Context: an optimization exercise on an open-source flow, tuned for small area, a short achievable clock period and few clock cycles. The choices shown serve that exercise and are no tape-out recipe.
Only simulation tests tie the RTL to the original design; equivalence was not proved.
Power is estimated from default activity; no workload was simulated.

==> design/flow/flow/run.sh <==
#!/bin/bash
# The standard layout, with timing repair aiming at a larger setup margin.
set -euo pipefail
sed 's/SETUP_SLACK_MARGIN=[0-9.]*/SETUP_SLACK_MARGIN=5.5/' standard.sh > standard_margin.sh
bash standard_margin.sh > standard.log 2>&1
==> design/flow/standard.sh <==
#!/bin/bash
# synth_recipe.tcl (not shown) runs the flow's synth.tcl, then flattens the netlist and writes it again
# the make line also repeats each setting of config.mk as NAME=value (left out here)
make -C /OpenROAD-flow-scripts/flow DESIGN_CONFIG=/design/flow/config.mk WORK_HOME=/design/flow/orfs CLKGATE_MAP_FILE= SYNTH_SCRIPT=/design/flow/synth_recipe.tcl "${@:-finish}"
==> design/flow/config.mk <==
export PLATFORM = sky130hd
export DESIGN_NAME = cpu
export DESIGN_NICKNAME = cpu
export VERILOG_FILES = /design/flow/design.v
export SDC_FILE = /design/flow/constraint.sdc
export NUM_CORES = 4
export LEC_CHECK = 0
export ABC_AREA = 1
export CAP_MARGIN = 20
export CORE_MARGIN = 2
export CORE_UTILIZATION = 40
export SETUP_SLACK_MARGIN = 5.0
export SLEW_MARGIN = 20
==> design/flow/constraint.sdc <==
create_clock -name core_clock -period 8.0 [get_ports {clk}]
set_input_delay 1.6000 -clock core_clock [delete_from_list [all_inputs] [get_ports {clk}]]
set_output_delay 1.6000 -clock core_clock [all_outputs]
set_load 0.01 [all_outputs]
==> design/flow/design.v <==
module ALUb
	(output wire [7:0] Result,
	 output wire [3:0] NZVC,
	 input  wire [7:0] A, B,
	 input  wire y_b, y_nb, y_one, cin, pen, gen, arith, cinv);
	wire [7:0] Y = (B & {8{y_b}}) | (~B & {8{y_nb}}) | {8{y_one}};
	wire [7:0] p = A ^ Y;
	wire [7:0] g = A & Y;
	wire [8:0] c;
	assign c[0] = cin;
	genvar i;
	generate for (i = 0; i < 8; i = i + 1) begin : chain
		assign c[i+1] = (g[i] & arith) | (p[i] & c[i]);
	end endgenerate
	wire [7:0] lr = (p & {8{pen}}) ^ (g & {8{gen}});
	assign Result = lr ^ c[7:0];
	assign NZVC = {Result[7], 1'b0, c[8] ^ c[7], c[8] ^ cinv};
endmodule
module cpu
	(output wire [7:0] address,
	 output wire [7:0] to_memory,
	 output wire write,
	 input  wire [7:0] from_memory,
	 input  wire clk, reset);
	localparam [3:0] S_OP = 4'd0, S_IMM = 4'd1, S_DLD = 4'd2, S_DST = 4'd3, S_BR = 4'd4,
	                 S_LD1 = 4'd5, S_LD2 = 4'd6, S_WR = 4'd7, S_HALT = 4'd8;
	reg [7:0] A, B, AR, RP;
	reg [3:0] F;           
	reg zpend, zsrc;
	wire z_now = zpend ? ~|(zsrc ? B : A) : F[2];
	reg [3:0] irl;         
	reg [3:0] st;
	reg aluv, fast, cap, pv;
	wire [7:0] d = from_memory;
	assign address = AR;
	reg [7:0] W;
	reg wr;
	assign write = wr;
	assign to_memory = W;
	wire ar_io = &AR[7:5];
	wire rp_io = &RP[7:5];
	wire ar_fastok = ~ar_io & (AR[6:0] != 7'h7F) & (AR != 8'hDF);
	wire rp_fastok = ~rp_io & (RP[6:0] != 7'h7F) & (RP != 8'hDF);
	wire same_rg = (AR[7] == RP[7]) & (ar_io == rp_io);
	wire wants = (st == S_OP) | (st == S_IMM) | (st == S_DLD) | (st == S_DST) | (st == S_BR);
	wire avail = fast | cap | ar_io;
	wire consume = wants & avail;
	wire op_alu = d[6];
	wire op_imm = d[7] & ~d[4] & ~d[0];
	wire op_dld = d[7] & ~d[4] & d[0];
	wire op_dst = d[7] & d[4];
	wire op_br  = d[5];
	wire op_valid = ((d[7:4] == 4'h4) & (d[3:0] >= 4'h2) & (d[3:0] <= 4'hD)) |
	                (d == 8'h86) | (d == 8'h88) | (d == 8'h87) | (d == 8'h89) |
	                (d == 8'h96) | (d == 8'h97) |
	                ((d[7:4] == 4'h2) & (d[3:0] <= 4'h8));
	reg bad;
	reg taken;
	always @(*) begin
		case (irl)
			4'h0: taken = 1'b1;
			4'h1: taken = F[3];
			4'h2: taken = ~F[3];
			4'h3: taken = z_now;
			4'h4: taken = ~z_now;
			4'h5: taken = F[1];
			4'h6: taken = ~F[1];
			4'h7: taken = F[0];
			default: taken = ~F[0];
		endcase
	end
	wire [3:0] o = d[3:0];
	wire dsub = (o == 4'h3);
	wire dinc = (o == 4'h6) | (o == 4'h7);
	wire ddec = (o == 4'h8) | (o == 4'h9);
	wire dadd = (o == 4'h2) | (o == 4'hD);
	wire dand = (o == 4'h4);
	wire dor  = (o == 4'h5);
	wire dnot = (o == 4'hB) | (o == 4'hC);
	reg c_yb, c_ynb, c_yone, c_cin, c_pen, c_gen, c_arith, c_cinv, alu_to_b;
	always @(posedge clk) begin
		c_yb    <= dadd | dand | dor | (o == 4'hA);
		c_ynb   <= dsub;
		c_yone  <= ddec | dnot;
		c_cin   <= dsub | dinc;
		c_pen   <= ~dand;
		c_gen   <= dand | dor;
		c_arith <= dadd | dsub | dinc | ddec;
		c_cinv  <= dsub | ddec;
		alu_to_b <= (o == 4'h7) | (o == 4'h9) | (o == 4'hC) | (o == 4'hD);
	end
	wire [7:0] alu_r;
	wire [3:0] alu_f;
	ALUb alu (.Result(alu_r), .NZVC(alu_f), .A(A), .B(B),
	          .y_b(c_yb), .y_nb(c_ynb), .y_one(c_yone), .cin(c_cin), .pen(c_pen),
	          .gen(c_gen), .arith(c_arith), .cinv(c_cinv));
	wire ld_now = (st == S_IMM & consume) | (st == S_LD1 & ar_io) | (st == S_LD2);
	wire ld_b = ~irl[1];
	wire ret = (st == S_WR) | (st == S_LD1 & ar_io) | (st == S_LD2);
	wire clob = (st == S_WR) & same_rg;
	wire pv_eff = pv & ~clob;
	wire hold = (st == S_LD1) & ~ar_io & ~(same_rg & pv);
	wire sel_d = consume & ((st == S_DLD) | (st == S_DST) | ((st == S_BR) & taken));
	wire use_rp = (st == S_LD1) | (st == S_LD2) | (st == S_WR);
	wire step_a = fast | ~avail;
	wire inc = use_rp ? (ret & (pv ? (pv_eff & rp_fastok) : 1'b1)) :
	           (wants & (~step_a | ar_fastok));
	wire [7:0] base = use_rp ? RP : AR;
	wire [7:0] base1 = base + 8'd1;
	wire [7:0] nxt = sel_d ? d : hold ? AR : inc ? base1 : base;
	always @(posedge clk or negedge reset) begin
		if (!reset) begin
			A <= 8'd0; B <= 8'd0; F <= 4'd0; AR <= 8'd0;
			st <= S_OP; aluv <= 1'b0; fast <= 1'b0; cap <= 1'b0; bad <= 1'b0; zpend <= 1'b0; wr <= 1'b0;
		end else begin
			zpend <= aluv;
			if (zpend) F[2] <= z_now;
			if (aluv) begin
				{F[3], F[1:0]} <= {alu_f[3], alu_f[1:0]};
				if (alu_to_b) B <= alu_r; else A <= alu_r;
			end
			if (ld_now) begin
				if (ld_b) B <= d; else A <= d;
			end
			aluv <= consume & (st == S_OP) & op_alu;
			AR <= nxt;
			if (ret) begin
				fast <= pv_eff & rp_fastok;
				cap <= pv_eff & ~rp_fastok;
			end else if (wants) begin
				fast <= ~sel_d & step_a & ar_fastok;
				cap <= ~sel_d & step_a & ~ar_fastok;
			end
			bad <= consume & (st == S_OP) & ~op_valid;
			wr <= ~bad & consume & (st == S_DST);
			if (bad) st <= S_HALT;
			else case (st)
				S_OP:  if (consume)
					st <= op_alu ? S_OP : op_imm ? S_IMM : op_dld ? S_DLD :
					      op_dst ? S_DST : op_br ? S_BR : S_HALT;
				S_IMM, S_BR: if (consume) st <= S_OP;
				S_DLD: if (consume) st <= S_LD1;
				S_DST: if (consume) st <= S_WR;
				S_LD1: st <= ar_io ? S_OP : S_LD2;
				S_LD2, S_WR: st <= S_OP;
				default: ;
			endcase
		end
	end
	always @(posedge clk) begin
		zsrc <= alu_to_b;
		W <= irl[0] ? B : A;
		if (consume && st == S_OP) irl <= d[3:0];
		if (consume && (st == S_DLD || st == S_DST)) begin
			RP <= AR;
			pv <= fast;
		end
	end
endmodule
==> run notes, run 1 <==
* Drt first pass iters at 5
* Crit end category: output port
* CORE AREA at 10,300 um2
* Largest cells by area after synthesis: dfrtp_1, nand2_1, edfxtp_1
* DIE HEIGHT at 107 um
* Max VDD drop at 66.4 uV
* Layout cells sized above 1 at 19.8%
* Final setup violating endpoints at 0
* Post-synth top cells: nand2_1, inv_1, nor2_1
* Top_reg_cell synth: dfrtp_1
* Most frequent cell after synthesis: nand2_1
* Die Width at 107 um
* Clock root cell: clkbuf_8
* Clock Sink Count at 69
* Core Rows at 37
* Critical R2R Launch: c_yone
* Mean Syn Cell Area at 7.48 um2
* IO Pins at 27
* Worst path bufs/invs at 1
* Max Clock Skew at 0.0134 ns
* Remaining antenna violation count at 0
* Outcome: complete, no violations
* Hold_sp: alu_to_b
* Top-area cell type share of the netlist area at 22.4%
* Syn Nets at 587
* Largest net degree at the start of global routing at 39
* Power density cells at 162 nW/um2
* Initial DRC Count at 308
* Largest area contributor in the netlist: dfrtp_1
* Nets@finish at 626
* GR Overflow Total at 0
* Post-route cell area at 4840 um2
* Layout overhead on the synthesized area at 13.9%
* Cts hold-fix bufs at 0
* Die Area at 11,500 um2
* First-pass GRT wire length at 18.6 mm
* Final hold violations at 0
* Maxcap violations at 0
* Yosys warns at 1
* CTS buffer count at 9
* CP peak stage delay at 0.44 ns
* Total Wirelength at 10.9 mm
* CP max FO at 3
* Final Wtd Congestion at 0.869
* Area of the multi-input gates at 2210 um2
* Longest Clk Path Bufs at 2
* Final min period at 2.52 ns
* RSZ-0062 raised after global routing: true
* Fin crit share at 31.5%
* Slew @ Worst Pin at 0.952 ns
* Fmax at 0.396 GHz
* Ant. Diodes at 0
* Synthesized cell area at 4250 um2
* Initial Utilization at 41.2%
* EDFF count, synth at 13
* Headroom to the max-slew limit at 36.5%
* CP required at 6.40 ns
* DP Area at 4610 um2
* Max Slew Vio Count at 0
* Avg WL per Cell at 14.6 um
* Setup TNS at 0 ns
* Worst path arrival time at 0.92 ns
* Clock latency (worst-skew pair) at 0.36 ns
* HP Class: reg2reg
* Setup CP Type: reg2out
* Static Leak at 2.33 nW
* Via count at 3,841
* Vias in the first global route at 3,725
* Worst Setup SP: AR[6]
* #FFs+latches synth at 69
* Ys async rst share at 55.1%
* Fillers at 1,026
* Share of the yosys chip area belonging to registers at 40.0%
* Post-DP HPWL at 7.99 mm
* Routed vias/inst at 5.14
* CTS tree: yes
* CP Launch Type: flip-flop
* IO buf count at 26
* Number of DRC violations after detailed routing at 0
* CP max-delay cell: dfrtp_2
* All-Layer GR Usage at 20.9%
* Reg area at 1710 um2
* Crit path max-delay family: flip-flops
* Post-synth cell types at 44
* H-tree depth at 3
* Synth Instances at 568
* Crit path cell chain: buf_6
* Clock-pin slew of the registers on the worst-case setup and hold paths at 0.08 ns
* Initial antenna violation count at 0
==> where the power goes <==
| group | switching [W] | internal, W |
|---|---|---|
| Sequential | 0.0000179 | 0.000373 |
| Combinational | 0.0000879 | 0.0000546 |
| Clock | 0.000139 | 0.000111 |
==> registers in the layout (all words and copies together), names as in the netlist, 4 cells and up <==
signal	count
A	8
st	4
AR	8
W	8
B	8
irl	4
RP	8
F	4
==> timing repair <==
| item | in CTS | in global routing |
|---|---|---|
| endpoints found under the hold margin | 0 | 0 |
| resized for setup | 75 | 23 |
| endpoints found under the setup margin | 24 | 29 |
| setup buffers | 8 | 4 |
==> cells by family after synthesis <==
logic type                 after synthesis  synth area share [%]
DFF                                     69                  40.0
adders and majority gates                9                  2.65
xor gates and xnor gates                21                  4.33
and+or+nand+nor                        294                  32.2
buffers and inverters                   85                  8.25
AOI/OAI and AO/OA                       90                  12.5
==> layout by cell type, fill, tap and decap left out, types with 2 or more instances in the layout <==
cell / synthesis / final
o211ai_1: 5 / 5
nand3_1: 38 / 38
buf_2: 0 / 9
buf_6: 0 / 6
dlymetal6s2s_1: 0 / 2
a22oi_1: 2 / 2
clkbuf_8: 0 / 9
dlygate4sd2_1: 0 / 2
nand2_2: 27 / 28
ha_1: 9 / 9
a21oi_2: 2 / 2
xor2_1: 10 / 10
nand4_1: 11 / 11
o21ai_2: 3 / 3
nor3_1: 4 / 4
clkbuf_2: 0 / 4
dfxtp_1: 18 / 15
dfrtp_2: 0 / 5
clkbuf_1: 6 / 2
dfrtp_1: 38 / 33
buf_4: 1 / 12
nand2_1: 152 / 151
nor4_1: 2 / 2
o21ai_4: 2 / 2
nor2_1: 42 / 40
a21oi_1: 22 / 22
nor2_4: 2 / 2
clkinv_2: 0 / 4
o21ai_0: 37 / 36
xnor2_1: 11 / 11
o22ai_1: 2 / 2
edfxtp_1: 13 / 13
nor2_2: 3 / 5
inv_1: 64 / 62
dfxtp_2: 0 / 3
nand3_2: 5 / 5
nand2_4: 4 / 3
o21ai_1: 10 / 11
inv_2: 9 / 11
==> metal layers <==
layer	routed length, um	GRT usage (%)	vias to the layer above
met4	212	8.81	0
met5	0	0	-
met3	576	2.19	16
met1	5260	30.2	1810
met2	4900	31.7	101
li1	-	-	1914
==> per-stage QoR <==
stage / instances / total power (W) / hold slack (ns) / util (%) / setup WS (ns)
after floorplan: 568 / 0.000500 / 0.351 / - / 5.60
after global placement: 720 / 0.000538 / 0.385 / 44.7 / 4.78
after detailed placement: 720 / 0.000542 / 0.388 / 44.7 / 4.76
after CTS: 744 / 0.000785 / 0.392 / 46.7 / 5.48
after global routing: 748 / 0.000826 / 0.411 / 46.9 / 5.46
final: 748 / 0.000783 / 0.386 / 46.9 / 5.48
==> path summary, 6_finish.rpt <==
check                        endpoint  slack, ns  cells past startpoint
max                        address[6]       5.48                      1
min                              zsrc       0.39                      0
max reg2reg                      B[7]       5.76                     20
min reg2reg                      zsrc       0.39                      0
max in group asynchronous       AR[1]       5.95                      1
min in group asynchronous        A[2]       1.39                      1
==> final cells by class <==
class,count,area share [%]
clock buffer,11,2.71
multi-input combinational,414,45.7
tap,136,3.52
timing repair buffer,38,6.13
clock inverter,5,0.569
inverter,75,5.97
sequential,69,35.4
==> worst reg2reg max path: stages (launching register included) <==
cell	delay, ns
dfxtp_1	0.31
inv_2	0.16
nand3_1	0.11
ha_1	0.30
nand2_1	0.08
nand2_2	0.07
nand2_2	0.06
nand2_2	0.06
nand2_1	0.07
nand2_2	0.06
nand2_2	0.06
nand2_2	0.07
nand2_1	0.08
nand2_2	0.07
nand2_2	0.08
nand2_2	0.06
nand2_2	0.11
nand2_2	0.07
nand2_2	0.09
nand3_1	0.09
a21oi_2	0.13
Testbench counts, summed over its fixed seeds: cycles 69,132.
==> run 2: changes to the inputs <==
==> design/flow/flow/run.sh (replaced) <==
#!/bin/bash
# The standard layout, with timing repair aiming at a larger setup margin.
set -euo pipefail
sed 's/SETUP_SLACK_MARGIN=[0-9.]*/SETUP_SLACK_MARGIN=5.6/' standard.sh > standard_margin.sh
bash standard_margin.sh > standard.log 2>&1
==> run 2 against run 1 <==
Compared with the run above:
- still clean on timing, DRC and antenna
- register-to-register slack gained 0.02 ns
- fmax up 1.0%
- sequential share of layout area down 0.55 points
- first-iteration DRC count is 27% lower
- clock power grew 16%
- setup slack better by 0.025 ns
- clock skew shrank 0.0064 ns
- via count down 0.36%
==> run notes, run 2 <==
* Final min period at 2.50 ns
* H-tree depth at 3
* All-Layer GR Usage at 20.5%
* Layout cells sized above 1 at 21.1%
* Synth Instances at 568
* Post-DP HPWL at 8.01 mm
* HP Class: reg2reg
* Clock root cell: clkbuf_8
* GR Overflow Total at 0
* R2R Path End: B[7]
* Yosys warns at 1
* Share of the yosys chip area belonging to registers at 40.0%
* CTS buffer count at 9
* Die Area at 11,500 um2
* Final non-filler cell total at 752
* Remaining antenna violation count at 0
* Drt first pass iters at 5
* Top-area cell type share of the netlist area at 22.4%
* WHS Endpoint: zsrc
* Avg WL per Cell at 14.9 um
* FF-to-FF setup slack at 5.78 ns
* Post-Place Cells at 720
* Max Clock Skew at 0.00707 ns
* Outcome: complete, no violations
* Power density cells at 168 nW/um2
* CP Launch Type: flip-flop
* Number of DRC violations after detailed routing at 0
* Worst path bufs/invs at 1
* Fmax at 0.400 GHz
* Maxcap violations at 0
* CORE AREA at 10,300 um2
* Layout overhead on the synthesized area at 15.6%
* Largest cells by area after synthesis: dfrtp_1, nand2_1, edfxtp_1
* Commonest non-fill, non-tap cell in the layout: nand2_1
* Commonest cells after routing, fill and taps aside: nand2_1, inv_1, nor2_1
* Worst Hold Depth at 0
* Fin crit share at 31.2%
* Most frequent cell after synthesis: nand2_1
* Static Leak at 2.37 nW
* First-pass GRT wire length at 18.2 mm
* CP max FO at 2
* Mean Syn Cell Area at 7.48 um2
* Max VDD drop at 74.9 uV
* CP max-delay cell: dfrtp_2
* Top_reg_cell synth: dfrtp_1
* Crit end category: output port
* Hold_sp: alu_to_b
* RSZ-0062 raised after global routing: true
* Post-synth top cells: nand2_1, inv_1, nor2_1
* Syn Nets at 587
* Post-synth cell types at 44
* Final setup violating endpoints at 0
* Longest Clk Path Bufs at 2
* Die Width at 107 um
* Setup CP Type: reg2out
* Ant. Diodes at 0
* Worst path arrival time at 0.90 ns
* Total Wirelength at 11.2 mm
* Setup TNS at 0 ns
* Headroom to the max-slew limit at 36.2%
* Nets@finish at 630
* #FFs+latches synth at 69
* IO Pins at 27
* CTS tree: yes
* Initial antenna violation count at 0
* Clock-pin slew of the registers on the worst-case setup and hold paths at 0.08 ns
* Core Rows at 37
* Initial Utilization at 41.2%
* IO buf count at 26
* Clock latency (worst-skew pair) at 0.35 ns
* Slew @ Worst Pin at 0.957 ns
* Critical R2R Launch: B[0]
* Initial DRC Count at 225
* Largest area contributor in the netlist: dfrtp_1
* Clock Sink Count at 69
* Crit path max-delay family: flip-flops
* CP peak stage delay at 0.43 ns
* Vias in the first global route at 3,665
* Max Slew Vio Count at 0
* Reg2reg path depth at 21
* Fillers at 1,013
* Routed vias/inst at 5.09
* Final hold violations at 0
* DIE HEIGHT at 107 um
* Synthesized cell area at 4250 um2
* Crit path cell chain: buf_6
* Ys async rst share at 55.1%
* EDFF count, synth at 13
* Final Wtd Congestion at 0.889
* Largest net degree at the start of global routing at 39
* CP required at 6.40 ns
* Via count at 3,827
[run 2: cell counts after synthesis]
Identical to the previous run, type by type.
[run 2: what timing repair did]
action | 4_1_cts | 5_1_grt
hold endpoints to repair | 0 | 0
endpoints found under the setup margin | 26 | 29
pin swaps | 0 | 3
buffers inserted | 8 | 8
gates resized for setup | 91 | 27
hold buffers | 0 | 0
[run 2: worst max-delay path by stage]
stage,from,depth (start not counted),slack [ns],to
final,AR[0],1,5.50,address[0]
after global routing,AR[0],1,5.48,address[0]
after CTS,AR[0],1,5.49,address[0]
after detailed placement,from_memory[2],8,4.79,bad
after global placement,from_memory[2],8,4.82,bad
after floorplan,from_memory[2],7,5.64,bad
[run 2: area by class of cell]
cell class                      count  area (um2)  share of cell area (%)
Multi-Input combinational cell    414        2240                    45.5
Sequential cell                    69        1710                    34.8
Timing Repair Buffer               42         303                    6.16
Inverter                           75         292                    5.93
Clock buffer                       16         201                    4.10
Tap cell                          136         170                    3.46
[run 2: kinds of logic after synthesis]
family / Yosys count / share of synthesized area (%)
xor+xnor: 21 / 4.33
fa+ha+maj: 9 / 2.65
flops: 69 / 40.0
simple gates: 294 / 32.2
compound gates: 90 / 12.5
buf+inv: 85 / 8.25
[run 2: metal layers]
layer | up-vias | wire length, um | GRT usage (%)
li1 | 1932 | - | -
met1 | 1784 | 5390 | 29.5
met2 | 98 | 5060 | 31.6
met3 | 13 | 563 | 2.80
met4 | 0 | 171 | 6.96
met5 | - | 0 | 0
[run 2: power breakdown]
part / internal [W] / switching [W] / total [W]
sequential: 0.000373 / 0.0000176 / 0.000391
combinational: 0.0000565 / 0.0000892 / 0.000146
clock: 0.000158 / 0.000132 / 0.000290
total: 0.000587 / 0.000239 / 0.000826
[run 2: per-stage QoR]
step | utilization [%] | hold WS, ns | setup WS, ns | total power [W] | instance area (um2)
global route | 47.6 | 0.389 | 5.48 | 0.000871 | 4910
detailed placement | 44.7 | 0.373 | 4.79 | 0.000541 | 4620
CTS | 46.6 | 0.384 | 5.49 | 0.000827 | 4810
global placement | 44.7 | 0.380 | 4.82 | 0.000538 | 4620
finish | 47.6 | 0.384 | 5.50 | 0.000826 | 4910
floorplan | - | 0.351 | 5.64 | 0.000500 | 4250
==> run 3: changes to the inputs <==
==> design/flow/flow/run.sh (replaced) <==
#!/bin/bash
# The standard layout, with timing repair aiming at a larger setup margin
# and the port buffers made with sky130_fd_sc_hd__buf_1.
set -euo pipefail
sed 's/SETUP_SLACK_MARGIN=[0-9.]*/SETUP_SLACK_MARGIN=5.5/' standard.sh > standard_margin.sh
export BUFFER_PORTS_ARGS="-buffer_cell sky130_fd_sc_hd__buf_1"
bash standard_margin.sh > standard.log 2>&1
==> run 3 against run 2 <==
Compared with the run above:
- still clean on timing, DRC and antenna
- count of clock-buffer cells in the layout decreased by 4
- hold slack lost 0.0030 ns
- area after synthesis unchanged
- sequential power barely moved
- critical path type unchanged
- highest routed layer unchanged
- largest cell class unchanged
- synthesized cell count is the same
- sequential share of layout area rose by 0.74 points
- non-clock buffer count shrank 1
==> run notes, run 3 <==
* Layout cells sized above 1 at 18.0%
* First-pass GRT wire length at 17.7 mm
* Number of DRC violations after detailed routing at 0
* Ant. Diodes at 0
* Post-synth cell types at 44
* Final hold violations at 0
* Post-route setup slack at 5.49 ns
* Post-synth top cells: nand2_1, inv_1, nor2_1
* CTS tree: yes
* Static Leak at 2.31 nW
* Final setup violating endpoints at 0
* Hold_sp: alu_to_b
* R2R Path End: AR[6]
* HP Class: reg2reg
* Post-DP HPWL at 7.92 mm
* Area of the multi-input gates at 2200 um2
* Synthesized cell area at 4250 um2
* Top-area cell type share of the netlist area at 22.4%
* Setup CP Type: reg2out
* Clock root cell: clkbuf_8
* Initial Utilization at 41.2%
* Fmax at 0.399 GHz
* IO Pins at 27
* Total Wirelength at 10.8 mm
* Drt first pass iters at 4
* Commonest non-fill, non-tap cell in the layout: nand2_1
* Largest cells by area after synthesis: dfrtp_1, nand2_1, edfxtp_1
* Remaining antenna violation count at 0
* GR Overflow Total at 0
* Routed vias/inst at 5.11
* Reg area at 1710 um2
* CORE AREA at 10,300 um2
* Max Slew Vio Count at 0
* Share of the yosys chip area belonging to registers at 40.0%
* CTS buffer count at 9
* Outcome: complete, no violations
* CP max-delay cell: dfrtp_2
* Initial DRC Count at 251
* Critical R2R Launch: st[1]
* Clock Sink Count at 69
* Max VDD drop at 70.0 uV
* Die Width at 107 um
* Crit path cell chain: buf_6
* All-Layer GR Usage at 20.0%
* Clock latency (worst-skew pair) at 0.36 ns
* Fin crit share at 31.4%
* Mean Syn Cell Area at 7.48 um2
* Largest area contributor in the netlist: dfrtp_1
* WHS Endpoint: zsrc
* FF-to-FF setup slack at 5.68 ns
* Maxcap violations at 0
* Vias in the first global route at 3,522
* Initial antenna violation count at 0
* CP Launch Type: flip-flop
* EDFF count, synth at 13
* Layout overhead on the synthesized area at 13.2%
* Max Clock Skew at 0.00978 ns
* Longest Clk Path Bufs at 2
* Synth Instances at 568
* Post-route cell area at 4810 um2
* Worst path bufs/invs at 1
* Final Wtd Congestion at 0.855
* DP Area at 4460 um2
* Largest net degree at the start of global routing at 39
* Final min period at 2.51 ns
* Crit end category: output port
* Power density cells at 171 nW/um2
* DIE HEIGHT at 107 um
* Syn Nets at 587
* Clock-pin slew of the registers on the worst-case setup and hold paths at 0.08 ns
* Setup TNS at 0 ns
* Fin util at 46.6%
* Yosys warns at 1
* IO buf count at 26
* Nets@finish at 629
* Top_reg_cell synth: dfrtp_1
* Avg WL per Cell at 14.4 um
* Most frequent cell after synthesis: nand2_1
* Worst Hold Depth at 0
* CP required at 6.40 ns
* #FFs+latches synth at 69
* Commonest cells after routing, fill and taps aside: nand2_1, inv_1, nor2_1
* CP max FO at 3
* CP peak stage delay at 0.43 ns
* Die Area at 11,500 um2
* Reg2reg path depth at 16
* Fillers at 1,027
* Slew @ Worst Pin at 0.940 ns
* Core Rows at 37
* Headroom to the max-slew limit at 37.3%
* Crit path max-delay family: flip-flops
* Setup slack at placement at 5.11 ns
* Worst path arrival time at 0.91 ns
* H-tree depth at 3
* Ys async rst share at 55.1%
* RSZ-0062 raised after global routing: true
* Cts hold-fix bufs at 0
* Via count at 3,835
-- run 3: cell type report --
cell class	instances	share of cell area, %
well taps	136	3.54
flip-flops and latches	69	35.6
clock buffers	12	3.02
inverters	75	6.09
repair buffers	41	5.05
clock inverters	4	1.01
multi-input cells	414	45.7
-- run 3: worst reg2reg max path, cell delays in order (launching register included) --
cell     delay (ns)
dfrtp_1        0.44
inv_2          0.14
nand2_4        0.09
nand2_4        0.21
inv_2          0.11
or2_1          0.23
o21ai_2        0.13
inv_1          0.08
ha_1           0.23
nand4_1        0.12
xor2_1         0.15
nand2_1        0.07
nand2_1        0.05
nand2_1        0.05
nand2_1        0.06
nand2_1        0.04
nand2_1        0.06
-- run 3: where the power goes --
group,total (W),internal (W),switching (W)
clock,0.000290,0.000152,0.000138
sequential,0.000391,0.000373,0.0000176
combinational,0.000141,0.0000540,0.0000869
-- run 3: what timing repair did --
action,in CTS,in global routing
pin swaps,0,0
gates resized for setup,8,16
setup buffers,9,6
hold endpoints to repair,0,0
endpoints found under the setup margin,9,14
gates cloned,0,0
-- run 3: layer usage --
layer  GRT usage, %  vias to the layer above  wire length, um
li1               -                     1928                -
met1           28.7                     1815             5370
met2           30.1                       74             4810
met3           2.86                       18              402
met4           8.35                        0              242
met5              0                        -                0
-- run 3: per-stage QoR --
step	hold WS, ns	total power (W)	instances
after global routing	0.396	0.000865	751
after CTS	0.391	0.000825	745
final	0.381	0.000822	751
after floorplan	0.351	0.000500	568
after detailed placement	0.381	0.000535	720
after global placement	0.384	0.000532	720
-- run 3: kinds of logic after synthesis --
logic type,after synthesis,share of synthesized area (%)
buffers and inverters,85,8.25
xor gates and xnor gates,21,4.33
AOI/OAI and AO/OA,90,12.5
adders and majority gates,9,2.65
and+or+nand+nor,294,32.2
DFF,69,40.0
-- run 3: how the worst max path moves through the flow --
stage	to	slack [ns]	from	depth (start not counted)
after floorplan	bad	5.60	from_memory[2]	7
after global placement	bad	5.16	from_memory[2]	8
after detailed placement	bad	5.11	from_memory[2]	8
after CTS	address[6]	5.48	AR[6]	1
after global routing	address[6]	5.46	AR[6]	1
final	address[6]	5.49	AR[6]	1
==> run 4: changes to the inputs <==
==> design/flow/flow/run.sh (replaced) <==
#!/bin/bash
# The standard layout, with timing repair aiming at a larger setup margin
# and the port buffers made with sky130_fd_sc_hd__buf_2.
set -euo pipefail
sed 's/SETUP_SLACK_MARGIN=[0-9.]*/SETUP_SLACK_MARGIN=5.5/' standard.sh > standard_margin.sh
export BUFFER_PORTS_ARGS="-buffer_cell sky130_fd_sc_hd__buf_2"
bash standard_margin.sh > standard.log 2>&1
==> run 4 against run 3 <==
Compared with the run above:
- die area did not move
- via count up 0.86%
- sequential share of layout area hardly changed
- setup slack better by 0.011 ns
- flip-flop and latch count is the same
- area after synthesis unchanged
- combinational power about the same
- clock skew shrank 0.0020 ns
- sequential power about the same
- final cell count is 0.40% lower
- critical path type unchanged
- highest routed layer unchanged
==> run notes, run 4 <==
* Static Leak at 2.32 nW
* Final hold violations at 0
* Top_reg_cell synth: dfrtp_1
* IO Pins at 27
* CP max FO at 2
* Critical Path Sink: address[6]
* Vias in the first global route at 3,621
* Remaining antenna violation count at 0
* Sequential Power Share at 49.1%
* IO buf count at 26
* Die Area at 11,500 um2
* Final setup violating endpoints at 0
* RSZ-0062 raised after global routing: true
* H-tree depth at 3
* Setup CP Type: reg2out
* HP Class: reg2reg
* Syn Nets at 587
* Setup TNS at 0 ns
* Worst path bufs/invs at 1
* Longest Clk Path Bufs at 2
* Avg WL per Cell at 14.7 um
* Most frequent cell after synthesis: nand2_1
* Mean Syn Cell Area at 7.48 um2
* Power density cells at 166 nW/um2
* Clock root cell: clkbuf_8
* EDFF count, synth at 13
* FF-to-FF setup slack at 5.75 ns
* CORE AREA at 10,300 um2
* All-Layer GR Usage at 20.3%
* First-pass GRT wire length at 17.9 mm
* Final min period at 2.50 ns
* Max Slew Vio Count at 0
* Pint at 0.000557 W
* Routed vias/inst at 5.17
* Share of the yosys chip area belonging to registers at 40.0%
* Setup slack at placement at 5.25 ns
* Fmax at 0.400 GHz
* DIE HEIGHT at 107 um
* Post-route setup slack at 5.50 ns
* Critical R2R Launch: st[1]
* Total Wirelength at 11.0 mm
* #FFs+latches synth at 69
* Via count at 3,868
* P_sw at 0.000239 W
* Worst path arrival time at 0.90 ns
* Post-DP HPWL at 8.15 mm
* Sw Ratio at 30.0%
* Crit path cell chain: buf_6
* Post-synth top cells: nand2_1, inv_1, nor2_1
* Final Wtd Congestion at 0.872
* CP required at 6.40 ns
* Stages on the worst setup path at 1
* Initial antenna violation count at 0
* CTS tree: yes
* Reg2reg path depth at 16
* Die Width at 107 um
* CTS buffer count at 9
* Largest cells by area after synthesis: dfrtp_1, nand2_1, edfxtp_1
* CP max-delay cell: dfrtp_2
* Synth Instances at 568
* Largest net degree at the start of global routing at 39
* GR Overflow Total at 0
* Post-synth cell types at 44
* Clock latency (worst-skew pair) at 0.36 ns
* Nets@finish at 626
* Worst Setup SP: AR[6]
* Ys async rst share at 55.1%
* Clock power frac at 33.0%
* Commonest non-fill, non-tap cell in the layout: nand2_1
* Logic pwr share at 17.9%
* Crit path max-delay family: flip-flops
* Max VDD drop at 68.8 uV
* Synthesized cell area at 4250 um2
* Layout cells sized above 1 at 19.8%
* Layout overhead on the synthesized area at 13.1%
* Fillers at 1,056
* CP peak stage delay at 0.42 ns
* Commonest cells after routing, fill and taps aside: nand2_1, inv_1, nor2_1
* Core Rows at 37
* Outcome: complete, no violations
* Headroom to the max-slew limit at 35.8%
* Top-area cell type share of the netlist area at 22.4%
* R2R Path End: AR[6]
* CP Launch Type: flip-flop
* Ant. Diodes at 0
* Max Clock Skew at 0.00783 ns
* Drt first pass iters at 5
* Initial Utilization at 41.2%
* Number of DRC violations after detailed routing at 0
* Clock Sink Count at 69
* Cts hold-fix bufs at 0
* Clock-pin slew of the registers on the worst-case setup and hold paths at 0.07 ns
* Yosys warns at 1
* Crit end category: output port
* Initial DRC Count at 297
* Largest area contributor in the netlist: dfrtp_1
* Fin crit share at 31.2%
* Slew @ Worst Pin at 0.963 ns
* Maxcap violations at 0
==> run 4: kinds of logic after synthesis <==
family / Yosys count / share of synthesized area (%)
adder cells (fa/ha/maj): 9 / 2.65
AND/OR/NAND/NOR: 294 / 32.2
buffers and inverters: 85 / 8.25
XOR/XNOR: 21 / 4.33
AO/OA/AOI/OAI: 90 / 12.5
flip-flops: 69 / 40.0
==> run 4: how the worst min path moves through the flow <==
stage                     depth (start not counted)  slack, ns     start  endpoint
after global placement                            0       0.38  alu_to_b      zsrc
final                                             0       0.38  alu_to_b      zsrc
after floorplan                                   0       0.35  alu_to_b      zsrc
after detailed placement                          0       0.37  alu_to_b      zsrc
after global routing                              0       0.40  alu_to_b      zsrc
after CTS                                         0       0.38  alu_to_b      zsrc
==> run 4: per-stage QoR <==
stage | total power, W | hold WS (ns) | area (um2) | cells | utilization (%)
floorplan | 0.000500 | 0.351 | 4250 | 568 | -
global placement | 0.000533 | 0.384 | 4490 | 720 | 43.5
detailed placement | 0.000537 | 0.374 | 4490 | 720 | 43.5
CTS | 0.000798 | 0.379 | 4750 | 744 | 46.0
global route | 0.000833 | 0.396 | 4810 | 748 | 46.6
finish | 0.000796 | 0.376 | 4810 | 748 | 46.6
==> run 4: what timing repair did <==
action	CTS	global route
setup endpoints to repair	8	18
setup buffers	8	4
gates resized for setup	9	7
==> run 4: final cells by class <==
type | instances | area [um2] | area share (%)
multi-input combinational | 414 | 2210 | 46.1
sequential | 69 | 1710 | 35.6
inverter | 75 | 289 | 6.01
timing repair buffer | 38 | 251 | 5.23
tap | 136 | 170 | 3.54
clock buffer | 15 | 166 | 3.46
clock inverter | 1 | 5.00 | 0.104
==> run 4: power groups by stage <==
stage               logic [W]  registers, W  clock network [W]
finish               0.000142      0.000391           0.000262
global route         0.000160      0.000393           0.000281
CTS                  0.000140      0.000390           0.000268
detailed placement   0.000140      0.000397                  0
global placement     0.000136      0.000397                  0
floorplan            0.000109      0.000391                  0
==> run 4: worst register-to-register path, stage by stage (launching register included) <==
cell,delay [ns]
dfrtp_1,0.44
inv_2,0.14
nand2_4,0.09
nand2_8,0.15
inv_2,0.09
or2_1,0.22
o21ai_2,0.13
inv_1,0.08
ha_1,0.23
nand4_1,0.12
xor2_1,0.16
nand2_1,0.07
nand2_1,0.05
nand2_1,0.05
nand2_1,0.06
nand2_1,0.04
nand2_1,0.05
==> run 4: metal layers <==
metal	routed length, um	up-vias	global-route usage (%)
li1	-	1917	-
met1	5410	1830	29.2
met2	4840	103	30.6
met3	501	18	2.98
met4	254	0	8.44
met5	0	-	0
==> run 5: changes to the inputs <==
--- a/design/flow/config.mk
+++ b/design/flow/config.mk
@@ -5,7 +5,6 @@
 export SDC_FILE = /design/flow/constraint.sdc
 export NUM_CORES = 4
 export LEC_CHECK = 0
-export ABC_AREA = 1
 export CAP_MARGIN = 20
 export CORE_MARGIN = 2
 export CORE_UTILIZATION = 40
==> run 5 against run 4 <==
Compared with the run above:
- largest cell class unchanged
- wire length grew 3.1%
- hold slack improved by 0.0033 ns
- global-route usage increased by 0.34 points
- still clean
- sequential power rose by 32%
- setup slack got worse by 0.020 ns
- critical path type unchanged
- largest power group is now combinational cells
- combinational power rose to 3.7 times the previous value
- fmax down 0.79%
==> run notes, run 5 <==
* Drt first pass iters at 4
* Die Width at 105 um
* Vias in the first global route at 3,287
* Fmax at 0.397 GHz
* Max Slew Vio Count at 0
* Initial DRC Count at 218
* Logic pwr share at 39.5%
* Largest area contributor in the netlist: dfrtp_1
* Clock root cell: clkbuf_8
* Ant. Diodes at 0
* Crit end category: output port
* Top-area cell type share of the netlist area at 23.3%
* Worst Setup SP: AR[5]
* Tot Pwr at 0.00134 W
* Post-DP HPWL at 7.42 mm
* Max VDD drop at 132 uV
* Nets@finish at 522
* IO Pins at 27
* Clock Sink Count at 69
* Final setup violating endpoints at 0
* Critical R2R Launch: c_ynb
* Clock-pin slew of the registers on the worst-case setup and hold paths at 0.08 ns
* CTS buffer count at 9
* CP Launch Type: flip-flop
* Commonest cells after routing, fill and taps aside: nand2_1, nor2_1, o21ai_0, buf_4, dfrtp_1
* IO buf count at 26
* Final min period at 2.52 ns
* Mean Syn Cell Area at 8.86 um2
* EDFF count, synth at 13
* Post-synth top cells: nand2_1, nor2_1, dfrtp_1
* Crit path cell chain: buf_6
* Largest net degree at the start of global routing at 39
* Clock latency (worst-skew pair) at 0.35 ns
* Final Wtd Congestion at 0.836
* Remaining antenna violation count at 0
* CP max-delay cell: dfrtp_2
* Total Wirelength at 11.3 mm
* Max Clock Skew at 0.00532 ns
* Worst path arrival time at 0.92 ns
* Reg2reg path depth at 10
* Initial antenna violation count at 0
* Worst path bufs/invs at 1
* Synth Instances at 460
* Yosys warns at 1
* Headroom to the max-slew limit at 37.2%
* Stages on the worst setup path at 1
* Reg area at 1720 um2
* Maxcap violations at 0
* Fin crit share at 31.5%
* P_sw at 0.000493 W
* Via count at 3,630
* Setup TNS at 0 ns
* Final hold violations at 0
* Initial Utilization at 41.5%
* H-tree depth at 3
* All-Layer GR Usage at 20.7%
* Longest Clk Path Bufs at 2
* Top_reg_cell synth: dfrtp_1
* CP required at 6.40 ns
* Hold_sp: alu_to_b
* First-pass GRT wire length at 17.8 mm
* Clock power frac at 22.0%
* Layout overhead on the synthesized area at 21.1%
* Static Leak at 1.93 nW
* Setup CP Type: reg2out
* Syn Nets at 479
* Number of DRC violations after detailed routing at 0
* DIE HEIGHT at 105 um
* Sequential Power Share at 38.6%
* CP max FO at 3
* Core Rows at 36
* Fillers at 936
* Commonest non-fill, non-tap cell in the layout: nand2_1
* Most frequent cell after synthesis: nand2_1
* Worst Hold Depth at 0
* Crit path max-delay family: flip-flops
* Avg WL per Cell at 17.7 um
* Sw Ratio at 36.8%
* GR Overflow Total at 0
* Share of the yosys chip area belonging to registers at 41.7%
* CP peak stage delay at 0.44 ns
* Ys async rst share at 55.1%
* Largest cells by area after synthesis: dfrtp_1, edfxtp_1, dfxtp_1
* Power density cells at 271 nW/um2
* Post-synth cell types at 62
* #FFs+latches synth at 69
* Layout cells sized above 1 at 25.4%
* Slew @ Worst Pin at 0.942 ns
* Outcome: complete, no violations
* HP Class: reg2reg
* RSZ-0062 raised after global routing: true
* Pint at 0.000846 W
* CTS tree: yes
* Area of the multi-input gates at 2410 um2
* Synthesized cell area at 4080 um2
* Routed vias/inst at 5.66
* CORE AREA at 9820 um2
* Die Area at 11,000 um2
## run 5: routing by layer
layer | share of wire [%] | vias to the layer above | global-route usage (%) | wire (um)
met2 | 45 | 117 | 30.0 | 5070
met1 | 49 | 1762 | 30.9 | 5510
li1 | - | 1730 | - | -
met5 | 0 | - | 0 | 0
met3 | 4.9 | 21 | 3.18 | 551
met4 | 1.9 | 0 | 7.81 | 218
## run 5: metrics by stage
stage,area (um2),instances,setup slack (ns),hold slack (ns),util (%)
detailed placement,4280,594,5.07,0.367,43.6
floorplan,4100,460,5.53,0.343,-
CTS,4740,631,5.46,0.380,48.3
global placement,4280,594,5.12,0.367,43.6
global route,4940,641,5.46,0.390,50.3
finish,4940,641,5.48,0.379,50.3
## run 5: final timing paths
check                                  end  slack (ns)
worst max-delay path            address[5]        5.48
worst max register to register        B[7]        5.53
worst min-delay path                  zsrc        0.38
max in group asynchronous             B[4]        5.96
min in group asynchronous            AR[3]        1.39
worst min register to register        zsrc        0.38
## run 5: cell type report
class                           instances  area share (%)
Tap cell                              133            3.37
Inverter                                9           0.684
Clock buffer                           11            2.86
Multi-Input combinational cell        356            48.7
Timing Repair Buffer                   58            8.39
Clock inverter                          5            1.19
Sequential cell                        69            34.8
## run 5: logic make-up after synthesis
family	synth area share, %
flip-flops	41.7
XOR/XNOR	5.16
multiplexers	5.25
adder cells (fa/ha/maj)	3.04
AO/OA/AOI/OAI	19.7
buffers and inverters	3.77
AND/OR/NAND/NOR	21.4
## run 5: worst register-to-register path, delay by kind of cell (launching register included)
kind                     cells  cell delay [ns]
multiplexers                 1             0.28
AO/OA/AOI/OAI                6             1.16
AND/OR/NAND/NOR              1             0.12
adder cells (fa/ha/maj)      1             0.25
flip-flops                   1             0.37
XOR/XNOR                     1             0.18
## run 5: repair_timing
item	CTS	global route
pin swaps	5	7
gates cloned	0	0
hold buffers	0	0
resized for setup	21	21
setup endpoints to repair	27	23
buffers inserted	21	10
## run 5: power groups by stage
stage                     clock network, W  registers [W]  logic [W]
after detailed placement                 0       0.000539   0.000364
final                             0.000294       0.000517   0.000528
after CTS                         0.000301       0.000510   0.000491
after floorplan                          0       0.000501   0.000296
after global placement                   0       0.000536   0.000356
after global routing              0.000313       0.000528   0.000574
==> run 6: changes to the inputs <==
--- a/design/flow/config.mk
+++ b/design/flow/config.mk
@@ -5,8 +5,9 @@
 export SDC_FILE = /design/flow/constraint.sdc
 export NUM_CORES = 4
 export LEC_CHECK = 0
+export ABC_AREA = 1
 export CAP_MARGIN = 20
 export CORE_MARGIN = 2
-export CORE_UTILIZATION = 40
+export CORE_UTILIZATION = 65
 export SETUP_SLACK_MARGIN = 5.0
 export SLEW_MARGIN = 20
==> run 6 against run 5 <==
Compared with the run above:
- sequential power shrank 25%
- final cell count grew 7.8%
- non-clock buffer count shrank 18
- critical path depth is the same
- via count grew 10%
- count of clock-buffer cells in the layout is the same
- critical path type unchanged
- largest cell class unchanged
- highest routed layer unchanged
==> run notes, run 6 <==
* Outcome: complete, no violations
* Top_reg_cell synth: dfrtp_1
* Crit path max-delay family: flip-flops
* Pint at 0.000578 W
* CTS buffer count at 9
* Largest cells by area after synthesis: dfrtp_1, nand2_1, edfxtp_1
* Maxcap violations at 0
* Final min period at 2.51 ns
* Die Width at 84.9 um
* Clock root cell: clkbuf_8
* Commonest non-fill, non-tap cell in the layout: nand2_1
* CP required at 6.40 ns
* Nets@finish at 628
* Logic pwr share at 17.5%
* Core Rows at 29
* Commonest cells after routing, fill and taps aside: nand2_1, inv_1, nor2_1
* Clock Sink Count at 69
* Crit path cell chain: buf_6
* Number of DRC violations after detailed routing at 0
* Final Wtd Congestion at 0.892
* EDFF count, synth at 13
* Largest area contributor in the netlist: dfrtp_1
* Initial DRC Count at 385
* Slew @ Worst Pin at 0.895 ns
* Sequential Power Share at 47.6%
* Share of the yosys chip area belonging to registers at 40.0%
* Total Wirelength at 10.8 mm
* Max VDD drop at 150 uV
* H-tree depth at 3
* #FFs+latches synth at 69
* Initial Utilization at 66.9%
* CORE AREA at 6350 um2
* Ys async rst share at 55.1%
* Synth Instances at 568
* Largest net degree at the start of global routing at 39
* Post-synth top cells: nand2_1, inv_1, nor2_1
* Post-route cell area at 4750 um2
* Longest Clk Path Bufs at 2
* IO Pins at 27
* Syn Nets at 587
* Max Clock Skew at 0.00823 ns
* CP max FO at 2
* Mean Syn Cell Area at 7.48 um2
* Final setup violating endpoints at 0
* Tot Pwr at 0.000820 W
* Layout cells sized above 1 at 19.9%
* Layout overhead on the synthesized area at 11.7%
* Most frequent cell after synthesis: nand2_1
* Fmax at 0.398 GHz
* Synthesized cell area at 4250 um2
* Drt first pass iters at 5
* Yosys warns at 1
* HP Class: reg2reg
* DP Area at 4410 um2
* Remaining antenna violation count at 0
* Fin crit share at 31.4%
* Worst path bufs/invs at 1
* Final hold violations at 0
* Static Leak at 2.32 nW
* Routed vias/inst at 5.78
* Max Slew Vio Count at 0
* CP max-delay cell: dfrtp_2
* P_sw at 0.000242 W
* All-Layer GR Usage at 31.1%
* Die Area at 7200 um2
* Setup TNS at 0 ns
* CP Launch Type: flip-flop
* Via count at 3,994
* Clock latency (worst-skew pair) at 0.35 ns
* FF-to-FF setup slack at 5.69 ns
* Clock-pin slew of the registers on the worst-case setup and hold paths at 0.07 ns
* GR Overflow Total at 0
* Post-DP HPWL at 7.82 mm
* Worst path arrival time at 0.91 ns
* IO buf count at 26
* Avg WL per Cell at 15.6 um
* CP peak stage delay at 0.43 ns
* Power density cells at 173 nW/um2
* Headroom to the max-slew limit at 40.4%
* Sw Ratio at 29.5%
* DIE HEIGHT at 84.9 um
* Clock power frac at 34.9%
* Setup CP Type: reg2out
* Worst hold margin at 0.392 ns
* Ant. Diodes at 0
* Crit end category: output port
* Vias in the first global route at 3,656
* Top-area cell type share of the netlist area at 22.4%
* RSZ-0062 raised after global routing: true
* Initial antenna violation count at 0
* First-pass GRT wire length at 17.6 mm
* Post-synth cell types at 44
* CTS tree: yes
* Fin util at 74.8%
## run 6: cell count changes in the layout (fill, tap and decap cells not counted), moves of 17 or more
| cell | change |
|---|---|
| buf_4 | -17 |
| inv_1 | +54 |
| nand2_1 | +85 |
| nand2_2 | +25 |
| nand3_1 | +32 |
## run 6: worst paths after layout
check / from / end / cells after the start
worst max-delay path: AR[0] / address[0] / 1
worst max register to register: c_ynb / F[0] / 21
min in group asynchronous: reset / B[5] / 1
max in group asynchronous: reset / AR[4] / 1
worst min-delay path: alu_to_b / zsrc / 0
worst min register to register: alu_to_b / zsrc / 0
## run 6: power groups by stage
stage | registers (W) | logic (W) | clock network, W
final | 0.000390 | 0.000143 | 0.000286
after global routing | 0.000393 | 0.000162 | 0.000299
after CTS | 0.000390 | 0.000141 | 0.000284
after detailed placement | 0.000397 | 0.000140 | 0
after global placement | 0.000397 | 0.000135 | 0
after floorplan | 0.000391 | 0.000109 | 0
## run 6: cell families after synthesis
| family | synth area share, % |
|---|---|
| fa+ha+maj | 2.65 |
| buf+inv | 8.25 |
| compound gates | 12.5 |
| xor+xnor | 4.33 |
| simple gates | 32.2 |
| flops | 40.0 |
## run 6: area by class of cell
class,instances,area (um2)
clock buffer,11,141
clock inverter,5,50.0
fill,507,1600
inverter,75,293
multi-input combinational,414,2210
sequential,69,1710
tap,77,96.3
timing repair buffer,40,254
## run 6: metrics by stage
stage / cells / setup slack (ns)
after detailed placement: 661 / 5.29
final: 691 / 5.49
after floorplan: 568 / 5.60
after global placement: 661 / 5.34
after global routing: 691 / 5.46
after CTS: 685 / 5.49
## run 6: per-layer routing
metal | part of all wire (%) | GRT usage [%]
met5 | 0 | 0
met3 | 7.7 | 4.28
met2 | 45 | 49.0
met1 | 46 | 45.6
met4 | 1.5 | 8.37
## run 6: timing repair
| item | in CTS | in global routing |
|---|---|---|
| gates cloned | 0 | 0 |
| gates resized for setup | 4 | 6 |
| setup endpoints to repair | 8 | 14 |
| setup buffers | 8 | 6 |
| hold buffers | 0 | 0 |
==> run 7: changes to the inputs <==
--- a/design/flow/design.v
+++ b/design/flow/design.v
@@ -77,18 +77,18 @@
 	wire dand = (o == 4'h4);
 	wire dor  = (o == 4'h5);
 	wire dnot = (o == 4'hB) | (o == 4'hC);
-	reg c_yb, c_ynb, c_yone, c_cin, c_pen, c_gen, c_arith, c_cinv, alu_to_b;
+	reg c_yb, c_ynb, c_yone, c_cin, c_arith;
 	always @(posedge clk) begin
 		c_yb    <= dadd | dand | dor | (o == 4'hA);
 		c_ynb   <= dsub;
 		c_yone  <= ddec | dnot;
 		c_cin   <= dsub | dinc;
-		c_pen   <= ~dand;
-		c_gen   <= dand | dor;
 		c_arith <= dadd | dsub | dinc | ddec;
-		c_cinv  <= dsub | ddec;
-		alu_to_b <= (o == 4'h7) | (o == 4'h9) | (o == 4'hC) | (o == 4'hD);
 	end
+	wire c_pen   = ~(irl == 4'h4);
+	wire c_gen   = (irl == 4'h4) | (irl == 4'h5);
+	wire c_cinv  = (irl == 4'h3) | (irl == 4'h8) | (irl == 4'h9);
+	wire alu_to_b = (irl == 4'h7) | (irl == 4'h9) | (irl == 4'hC) | (irl == 4'hD);
 	wire [7:0] alu_r;
 	wire [3:0] alu_f;
 	ALUb alu (.Result(alu_r), .NZVC(alu_f), .A(A), .B(B),
--- a/design/flow/config.mk
+++ b/design/flow/config.mk
@@ -8,6 +8,6 @@
 export ABC_AREA = 1
 export CAP_MARGIN = 20
 export CORE_MARGIN = 2
-export CORE_UTILIZATION = 65
+export CORE_UTILIZATION = 40
 export SETUP_SLACK_MARGIN = 5.0
 export SLEW_MARGIN = 20
==> run 7 against run 6 <==
Compared with the run above:
- still clean on timing, DRC and antenna
- first-iteration DRC count down 31%
- count of clock-buffer cells in the layout unchanged
- clock skew up 0.00051 ns
- synthesized cell count down 4.4%
- hold slack better by 0.10 ns
- non-clock buffer count up 1
- area after synthesis down 3.5%
==> run notes, run 7 <==
* All-Layer GR Usage at 20.7%
* Commonest cells after routing, fill and taps aside: nand2_1, inv_1, o21ai_0
* Fin crit share at 31.3%
* Initial Utilization at 41.6%
* Clock root cell: clkbuf_8
* Slew @ Worst Pin at 0.927 ns
* CP peak stage delay at 0.43 ns
* Share of the yosys chip area belonging to registers at 39.5%
* Ant. Diodes at 0
* RSZ-0062 raised after global routing: true
* Power density cells at 169 nW/um2
* CP max-delay cell: dfrtp_2
* DIE HEIGHT at 105 um
* Worst path arrival time at 0.91 ns
* Max Clock Skew at 0.00873 ns
* EDFF count, synth at 13
* Final min period at 2.51 ns
* Core Rows at 36
* Largest area contributor in the netlist: dfrtp_1
* R2R Path End: A[7]
* CP Launch Type: flip-flop
* Synth Instances at 543
* Max VDD drop at 84.4 uV
* Worst Hold Depth at 2
* Worst path bufs/invs at 1
* Initial DRC Count at 265
* Setup CP Type: reg2out
* Clock Sink Count at 65
* Longest Clk Path Bufs at 2
* Clock-pin slew of the registers on the worst-case setup and hold paths at 0.07 ns
* Vias in the first global route at 3,538
* Maxcap violations at 0
* Post-synth top cells: nand2_1, inv_1, o21ai_0
* Max Slew Vio Count at 0
* FF-to-FF setup slack at 5.65 ns
* Most frequent cell after synthesis: nand2_1
* Number of DRC violations after detailed routing at 0
* Final setup violating endpoints at 0
* Headroom to the max-slew limit at 38.2%
* GRT met2 Usage at 31.5%
* First-pass GRT wire length at 18.1 mm
* Top-area cell type share of the netlist area at 23.2%
* Top_reg_cell synth: dfrtp_1
* Hold_sp: F[0]
* IO Pins at 27
* Routed vias/inst at 5.24
* Final Wtd Congestion at 0.890
* Fmax at 0.399 GHz
* WHS Endpoint: F[0]
* HP Class: reg2reg
* CP max FO at 2
* H-tree depth at 3
* IO buf count at 26
* Mean Syn Cell Area at 7.55 um2
* Static Leak at 2.26 nW
* Remaining antenna violation count at 0
* Tot Pwr at 0.000807 W
* Ys async rst share at 58.5%
* Cts hold-fix bufs at 0
* Met3 Usage GRT at 3.09%
* Commonest non-fill, non-tap cell in the layout: nand2_1
* Largest cells by area after synthesis: dfrtp_1, nand2_1, edfxtp_1
* Via count at 3,792
* Crit path max-delay family: flip-flops
* Drt first pass iters at 5
* Post-route setup slack at 5.49 ns
* Layout overhead on the synthesized area at 16.1%
* Clock latency (worst-skew pair) at 0.36 ns
* Yosys warns at 1
* CP required at 6.40 ns
* Initial antenna violation count at 0
* Largest net degree at the start of global routing at 39
* Layout cells sized above 1 at 21.0%
* Fin util at 48.3%
* Final hold violations at 0
* Die Area at 11,100 um2
* Total Wirelength at 11.1 mm
* Post-synth cell types at 46
* Nets@finish at 605
* Synthesized cell area at 4100 um2
* CORE AREA at 9860 um2
* Avg WL per Cell at 15.3 um
* Syn Nets at 562
* CTS tree: yes
* Setup TNS at 0 ns
* Busiest grt layer: met2
* #FFs+latches synth at 65
* Crit end category: output port
* Critical R2R Launch: B[0]
* Setup slack at placement at 5.27 ns
* GR Overflow Total at 0
* Die Width at 105 um
* Crit path cell chain: buf_6
* Post-DP HPWL at 7.75 mm
* CTS buffer count at 9
* Met1 Usage GRT at 29.3%
* Outcome: complete, no violations
* Reg2reg path depth at 21
run 7: changes by cell type after synthesis, sizes merged, moves of 4 or more:
cell,previous run,this run
nand2,183,147
a31oi,0,6
a21oi,24,32
dfxtp,18,14
nand3,44,33
run 7: per-layer routing:
layer | routed length [um] | vias to the layer above
met5 | 0 | -
met2 | 5030 | 86
met4 | 255 | 0
met1 | 5360 | 1793
li1 | - | 1892
met3 | 437 | 21
run 7: cell type report:
| class | instances | area, um2 |
|---|---|---|
| Tap cell | 133 | 166 |
| Timing Repair Buffer | 41 | 274 |
| Clock inverter | 5 | 76.3 |
| Clock buffer | 11 | 151 |
| Fill cell | 960 | 5100 |
| Multi-Input combinational cell | 393 | 2170 |
| Sequential cell | 65 | 1630 |
| Inverter | 76 | 290 |
run 7: report_power, final:
group / internal [W] / switching [W] / leakage (nW) / total, W
logic: 0.0000454 / 0.0000714 / 1.49 / 0.000117
clock network: 0.000192 / 0.000140 / 0.120 / 0.000331
registers: 0.000347 / 0.0000120 / 0.657 / 0.000359
total: 0.000584 / 0.000223 / 2.26 / 0.000807
run 7: worst max path at each step:
stage | startpoint | to | slack, ns | depth (start not counted)
2_1_floorplan | from_memory[2] | bad | 5.61 | 7
3_3_place_gp | from_memory[2] | bad | 5.38 | 8
3_5_place_dp | from_memory[2] | bad | 5.27 | 8
4_1_cts | AR[1] | address[1] | 5.49 | 1
5_1_grt | B[0] | F[0] | 5.46 | 21
6_report | AR[0] | address[0] | 5.49 | 1
run 7: repair_timing:
item                       4_1_cts  5_1_grt
setup endpoints to repair        8       20
setup buffers                    8        7
resized for setup                7       19
pin swaps                        0        7
run 7: kinds of logic after synthesis:
family	count (synthesis)	synth area share, %
AND/OR/NAND/NOR	248	28.2
buffers and inverters	85	8.57
AO/OA/AOI/OAI	116	16.7
flip-flops	65	39.5
adder cells (fa/ha/maj)	9	2.75
XOR/XNOR	20	4.27
run 7: through the flow:
step / std cells / hold WS [ns] / instance area (um2)
floorplan: 543 / 0.447 / 4100
global placement: 693 / 0.475 / 4330
detailed placement: 693 / 0.473 / 4330
CTS: 717 / 0.503 / 4640
global route: 724 / 0.524 / 4760
finish: 724 / 0.492 / 4760
Testbench counts of run 7, summed over its fixed seeds: cycles 69,132.
==> run 8: changes to the inputs <==
--- a/design/flow/config.mk
+++ b/design/flow/config.mk
@@ -9,5 +9,7 @@
 export CAP_MARGIN = 20
 export CORE_MARGIN = 2
 export CORE_UTILIZATION = 40
+export CTS_BUF_LIST = sky130_fd_sc_hd__clkbuf_8
+export CTS_CLUSTER_SIZE = 25
 export SETUP_SLACK_MARGIN = 5.0
 export SLEW_MARGIN = 20
==> run 8 against run 7 <==
Compared with the run above:
- still clean on timing, DRC and antenna
- critical path type unchanged
- core utilization did not move
- synthesized cell count is the same
- setup slack unchanged
- highest routed layer unchanged
- clock skew did not move
- die area unchanged
- via count unchanged
==> run notes, run 8 <==
* Critical Path Sink: address[0]
* Mean Syn Cell Area at 7.55 um2
* Ys async rst share at 58.5%
* Largest cells by area after synthesis: dfrtp_1, nand2_1, edfxtp_1
* CP max-delay cell: dfrtp_2
* Post-synth cell types at 46
* Post-DP HPWL at 7.75 mm
* Top-area cell type share of the netlist area at 23.2%
* All-Layer GR Usage at 20.7%
* Tot Pwr at 0.000807 W
* IO buf count at 26
* CTS buffer count at 9
* Initial DRC Count at 265
* CP required at 6.40 ns
* Die Area at 11,100 um2
* Clock latency (worst-skew pair) at 0.36 ns
* Total Wirelength at 11.1 mm
* Max VDD drop at 84.4 uV
* Largest net degree at the start of global routing at 39
* CP Launch Type: flip-flop
* R2R Path End: A[7]
* Routed vias/inst at 5.24
* Reg2reg path depth at 21
* Longest Clk Path Bufs at 2
* Initial antenna violation count at 0
* Worst path arrival time at 0.91 ns
* Setup CP Type: reg2out
* Max Clock Skew at 0.00873 ns
* Share of the yosys chip area belonging to registers at 39.5%
* IO Pins at 27
* Hold_sp: F[0]
* Fillers at 960
* Synth Instances at 543
* Vias in the first global route at 3,538
* Clock root cell: clkbuf_8
* Power density cells at 169 nW/um2
* Area of the multi-input gates at 2170 um2
* Die Width at 105 um
* Most frequent cell after synthesis: nand2_1
* CP max FO at 2
* Final Wtd Congestion at 0.890
* Initial Utilization at 41.6%
* Commonest cells after routing, fill and taps aside: nand2_1, inv_1, o21ai_0
* Remaining antenna violation count at 0
* Core Rows at 36
* Crit path max-delay family: flip-flops
* Static Leak at 2.26 nW
* Largest area contributor in the netlist: dfrtp_1
* CORE AREA at 9860 um2
* Drt first pass iters at 5
* Final min period at 2.51 ns
* EDFF count, synth at 13
* Syn Nets at 562
* First-pass GRT wire length at 18.1 mm
* Layout overhead on the synthesized area at 16.1%
* HP Class: reg2reg
* Critical R2R Launch: B[0]
* Crit end category: output port
* Layout cells sized above 1 at 21.0%
* Top_reg_cell synth: dfrtp_1
* Outcome: complete, no violations
* Stages on the worst setup path at 1
* Final setup violating endpoints at 0
* Crit path cell chain: buf_6
* Via count at 3,792
* Worst path bufs/invs at 1
* Fin crit share at 31.3%
* Reg area at 1630 um2
* Post-synth top cells: nand2_1, inv_1, o21ai_0
* CP peak stage delay at 0.43 ns
* Final non-filler cell total at 724
* Max Slew Vio Count at 0
* Final hold violations at 0
* Post-route setup slack at 5.49 ns
* Yosys warns at 1
* Synthesized cell area at 4100 um2
* Setup TNS at 0 ns
* Headroom to the max-slew limit at 38.2%
* Ant. Diodes at 0
* Slew @ Worst Pin at 0.927 ns
* CTS tree: yes
* Clock Sink Count at 65
* Fin util at 48.3%
* Fmax at 0.399 GHz
* Commonest non-fill, non-tap cell in the layout: nand2_1
* Maxcap violations at 0
* Avg WL per Cell at 15.3 um
* Number of DRC violations after detailed routing at 0
* Worst Setup SP: AR[0]
* Post-Place Cells at 693
* Nets@finish at 605
* FF-to-FF setup slack at 5.65 ns
* RSZ-0062 raised after global routing: true
* Clock-pin slew of the registers on the worst-case setup and hold paths at 0.07 ns
* Setup slack at placement at 5.27 ns
* #FFs+latches synth at 65
* H-tree depth at 3
* DIE HEIGHT at 105 um
* GR Overflow Total at 0
run 8: cell counts after synthesis:
Identical to the previous run, type by type.
run 8: what timing repair did:
action                     CTS  global route
hold buffers                 0             0
gates resized for setup      7            19
buffers inserted             8             7
pin swaps                    0             7
setup endpoints to repair    8            20
run 8: power breakdown:
| part | internal (W) | switching, W | leakage, nW |
|---|---|---|---|
| clock network | 0.000192 | 0.000140 | 0.120 |
| registers | 0.000347 | 0.0000120 | 0.657 |
| logic | 0.0000454 | 0.0000714 | 1.49 |
| total | 0.000584 | 0.000223 | 2.26 |
run 8: through the flow:
| stage | hold WS (ns) | instance area (um2) |
|---|---|---|
| finish | 0.492 | 4760 |
| global route | 0.524 | 4760 |
| CTS | 0.503 | 4640 |
| detailed placement | 0.473 | 4330 |
| global placement | 0.475 | 4330 |
| floorplan | 0.447 | 4100 |
run 8: cells by family (layout without fill, tap and decap cells):
family | after synthesis | in the layout | share of synthesized area [%]
xor gates and xnor gates | 20 | 20 | 4.27
DFF | 65 | 65 | 39.5
adders and majority gates | 9 | 9 | 2.75
AOI/OAI and AO/OA | 116 | 116 | 16.7
and+or+nand+nor | 248 | 248 | 28.2
buffers and inverters | 85 | 133 | 8.57
run 8: how the worst min path moves through the flow:
stage	depth (start not counted)	endpoint
5_1_grt	0	pv
2_1_floorplan	0	pv
3_3_place_gp	2	F[0]
3_5_place_dp	0	pv
4_1_cts	2	F[0]
6_report	2	F[0]
run 8: layout make-up:
type,instances,share of cell area (%)
Multi-Input combinational cell,393,45.7
Tap cell,133,3.49
Sequential cell,65,34.2
Inverter,76,6.10
Timing Repair Buffer,41,5.75
Clock buffer,11,3.18
Clock inverter,5,1.60
run 8: metal layers:
| metal | track usage, % | share of wire (%) |
|---|---|---|
| met5 | 0 | 0 |
| met4 | 8.57 | 2.3 |
| met3 | 3.09 | 3.9 |
| met2 | 31.5 | 45 |
| met1 | 29.3 | 48 |
run 8: worst register-to-register path, cell delays in order (launching register included):
cell     delay [ns]
dfrtp_1        0.43
a21oi_1        0.15
o21ai_1        0.08
ha_1           0.31
nand2_1        0.08
nand2_2        0.07
nand2_2        0.06
nand2_2        0.06
nand2_2        0.06
nand2_2        0.06
nand2_2        0.06
nand2_2        0.06
nand2_1        0.07
nand2_2        0.07
nand2_2        0.10
nand2_4        0.06
nand2_4        0.09
nand2_4        0.06
nand2_4        0.08
nand3_2        0.06
nand2_2        0.11
o21ai_2        0.05

==> separate check: timing with driven ports <==
The results above use ideal ports. As a check the final layouts listed here were re-extracted and re-timed, cells and wires unchanged.
Step 1, drivers: a clkbuf_16 drives clk and a buf_2 each remaining input, both assumed.
Step 2 moves the port delays by t, midway between the first and last clock arrival at a register: inputs arrive t later, outputs are due t later. That takes back most of the time a late clock gives input paths.
Slacks: no drivers / after step 1 / after step 2; pairs: no drivers / after step 1.
run	shift t [ns]	setup slack, ns	slew at the worst register clock pin (ns)	worst slew at a driven data input, ns
run 1	0.382	5.477 / 5.444 / 5.221	0.08 / 0.08	0.03
run 2	0.376	5.502 / 5.471 / 5.362	0.08 / 0.08	0.03
run 3	0.384	5.491 / 5.461 / 5.287	0.08 / 0.08	0.05
run 4	0.384	5.501 / 5.470 / 5.300	0.07 / 0.07	0.06
run 5	0.384	5.481 / 5.447 / 5.297	0.08 / 0.08	0.03
run 6	0.378	5.490 / 5.463 / 5.318	0.08 / 0.08	0.04
run 7	0.389	5.494 / 5.460 / 5.308	0.08 / 0.08	0.04
run 8	0.389	5.494 / 5.460 / 5.308	0.08 / 0.08	0.04
After both steps every run listed still meets setup and hold. The setup slack of run 1, which loses most, moves by -0.033 ns with the drivers and by -0.256 ns with both steps.
